Background: an optimization exercise with open tools, aiming at small area and a short achievable clock period. Do not read the settings as production practice.
Only simulation tests tie the RTL to the original design; equivalence was not proved.

==> wip/onyx <==
Design mul32, start of the top module:
module mul32 (
    input  wire         clk,
    input  wire [31:0]  A,
    input  wire [31:0]  B,
    output wire [63:0]  C
);
    reg  [31:0] ra;
    wire [35:0] bx = {3'b000, B, 1'b0};
    reg  [33:0] r3a;
    reg  [10:0] one, two, three, four;
    reg  [9:0]  neg;
    wire [32:0] yb;    
    genvar gi;
    generate
        for (gi = 0; gi < 11; gi = gi + 1) begin : rec
            assign yb[3*gi+2 -: 3] = bx[3*gi+2 -: 3] ^ {3{bx[3*gi+3]}};
        end
    endgenerate
    integer k;
    always @(posedge clk) begin
        ra  <= A;
        r3a <= {2'b00, A} + {1'b0, A, 1'b0};
        for (k = 0; k < 11; k = k + 1) begin
            one[k]   <= ~yb[3*k+2] & (yb[3*k+1] ^ yb[3*k]);
            two[k]   <= (yb[3*k+2] & ~yb[3*k+1] & ~yb[3*k]) | (~yb[3*k+2] & yb[3*k+1] & yb[3*k]);
            three[k] <= yb[3*k+2] & (yb[3*k+1] ^ yb[3*k]);
            four[k]  <= yb[3*k+2] & yb[3*k+1] & yb[3*k];
        end
        for (k = 0; k < 10; k = k + 1)
  ...
clock: 10.5 ns
lec_check: 0
cap_margin: 20
core_margin: 2
core_utilization: 40
setup_slack_margin: 5
slew_margin: 20
synth_hierarchical: 1
run.sh (not shown) runs the stock make flow with config.mk's settings and CLKGATE_MAP_FILE= SYNTH_SCRIPT=/design/flow/synth_recipe.tcl, a recipe that flattens the netlist after the stock synthesis.
==> inputs of wip/fjord, as changes to wip/onyx <==
==> flow/flow/run.sh (new file) <==
#!/bin/bash
# The standard layout, with plain buffers (buf_2) on the ports instead of the
# delay-cell buffers ORFS picks by default. Everything else is the standard flow's flow.
set -euo pipefail
bash standard.sh "BUFFER_PORTS_ARGS=-buffer_cell sky130_fd_sc_hd__buf_2" finish > standard_flow.log 2>&1
==> flow/standard.sh (new file) <==
#!/bin/bash
# synth_recipe.tcl (not shown) runs the flow's synth.tcl, then flattens the netlist and writes it again
# the make line also repeats each setting of config.mk as NAME=value (left out here)
make -C /OpenROAD-flow-scripts/flow DESIGN_CONFIG=/design/flow/config.mk WORK_HOME=/design/flow/orfs CLKGATE_MAP_FILE= SYNTH_SCRIPT=/design/flow/synth_recipe.tcl "${@:-finish}"
--- a/flow/config.mk
+++ b/flow/config.mk
@@ -8,5 +8,5 @@
 export CAP_MARGIN = 20
 export CORE_MARGIN = 2
-export CORE_UTILIZATION = 40
+export CORE_UTILIZATION = 70
 export SETUP_SLACK_MARGIN = 5
 export SLEW_MARGIN = 20
removed: flow/run.sh
==> inputs of wip/cedar, as changes to wip/onyx <==
==> flow/flow/run.sh (new file) <==
#!/bin/bash
# The standard layout, with plain buffers (buf_2) on the ports instead of the
# delay-cell buffers ORFS picks by default. Everything else is the standard flow's flow.
set -euo pipefail
bash standard.sh "BUFFER_PORTS_ARGS=-buffer_cell sky130_fd_sc_hd__buf_2" finish > standard_flow.log 2>&1
==> flow/standard.sh (new file) <==
#!/bin/bash
# synth_recipe.tcl (not shown) runs the flow's synth.tcl, then flattens the netlist and writes it again
# the make line also repeats each setting of config.mk as NAME=value (left out here)
make -C /OpenROAD-flow-scripts/flow DESIGN_CONFIG=/design/flow/config.mk WORK_HOME=/design/flow/orfs CLKGATE_MAP_FILE= SYNTH_SCRIPT=/design/flow/synth_recipe.tcl "${@:-finish}"
--- a/flow/config.mk
+++ b/flow/config.mk
@@ -8,5 +8,5 @@
 export CAP_MARGIN = 20
 export CORE_MARGIN = 2
-export CORE_UTILIZATION = 40
+export CORE_UTILIZATION = 60
 export SETUP_SLACK_MARGIN = 5
 export SLEW_MARGIN = 20
removed: flow/run.sh
==> notes <==
- In wip/fjord the count of clock-buffer cells in the layout is higher than in wip/cedar, by 1.
- Via count, lowest first: wip/onyx, wip/cedar, wip/fjord.
- The lowest critical path depth belongs to wip/onyx, the highest to wip/cedar.
- Worst hold slack, highest first: wip/cedar, wip/onyx, wip/fjord.
- In synthesized area, wip/fjord and wip/onyx do not differ.
- In sequential cell count, wip/cedar and wip/fjord do not differ.
- The lowest maximum frequency belongs to wip/cedar, the highest to wip/onyx.
- Core utilization: wip/onyx is lower than wip/fjord (30 points).
- Of wip/onyx and wip/fjord, wip/onyx has the higher non-clock buffer count (gap 5).
==> figures <==
                                                    wip/cedar   wip/fjord    wip/onyx
Outcome                              timing/DRC/antenna clean  timing/DRC/antenna clean  timing/DRC/antenna clean
CTS resizes                                                 0           0           5
Hold endpoint                                           s0[2]       s0[3]       s0[0]
Average routed wire per standard cell                 27.1 µm     28.2 µm     26.0 µm
# fillers                                                3653        2765        6207
DIE AREA                                           0.0456 mm²  0.0392 mm²  0.0680 mm²
Worst Setup Slack post-DPL                            5.18 ns     5.18 ns     5.13 ns
Clock-pin slew on the worst setup and hold paths      0.09 ns     0.08 ns     0.09 ns
Reg2Reg Setup Slack                                   5.06 ns     5.10 ns     5.24 ns
Tapcells                                                  585         511         864
DR iter-0 viols                                          3300        4044        3121
Highest Clock Rate                                    184 MHz     185 MHz     190 MHz
Max Fanout on Critical Path                                34          11           4
Flip-flop and latch share of the layout cell area       13.7%       13.8%       13.2%
Wire length on met3                                  11700 µm    14100 µm     9840 µm

separate check: timing with driven ports:
No port has a modelled driver above. Below, the same layouts with a new extraction and two added sets of constraints. Step 1 assumes that a clkbuf_16 drives the clock port and a buf_2 every other input. Step 2 adds t to the input delays and takes it off the output delays; t is the mean of the earliest and latest rising clock arrival at the registers after step 1. Input paths then give back, and output paths get back, about the clock's delay inside the block. Three values: no drivers, after step 1, after step 2; two values: the first two.
| run | t (ns) | setup slack, ns | cell pins on the clock port's net |
|---|---|---|---|
| wip/onyx | 0.573 | 5.226 / 5.165 / 5.237 | 1 |
| wip/fjord | 0.555 | 5.103 / 5.090 / 5.103 | 1 |
| wip/cedar | 0.554 | 5.058 / 5.058 / 5.058 | 1 |
After both steps every run listed still meets setup and hold.
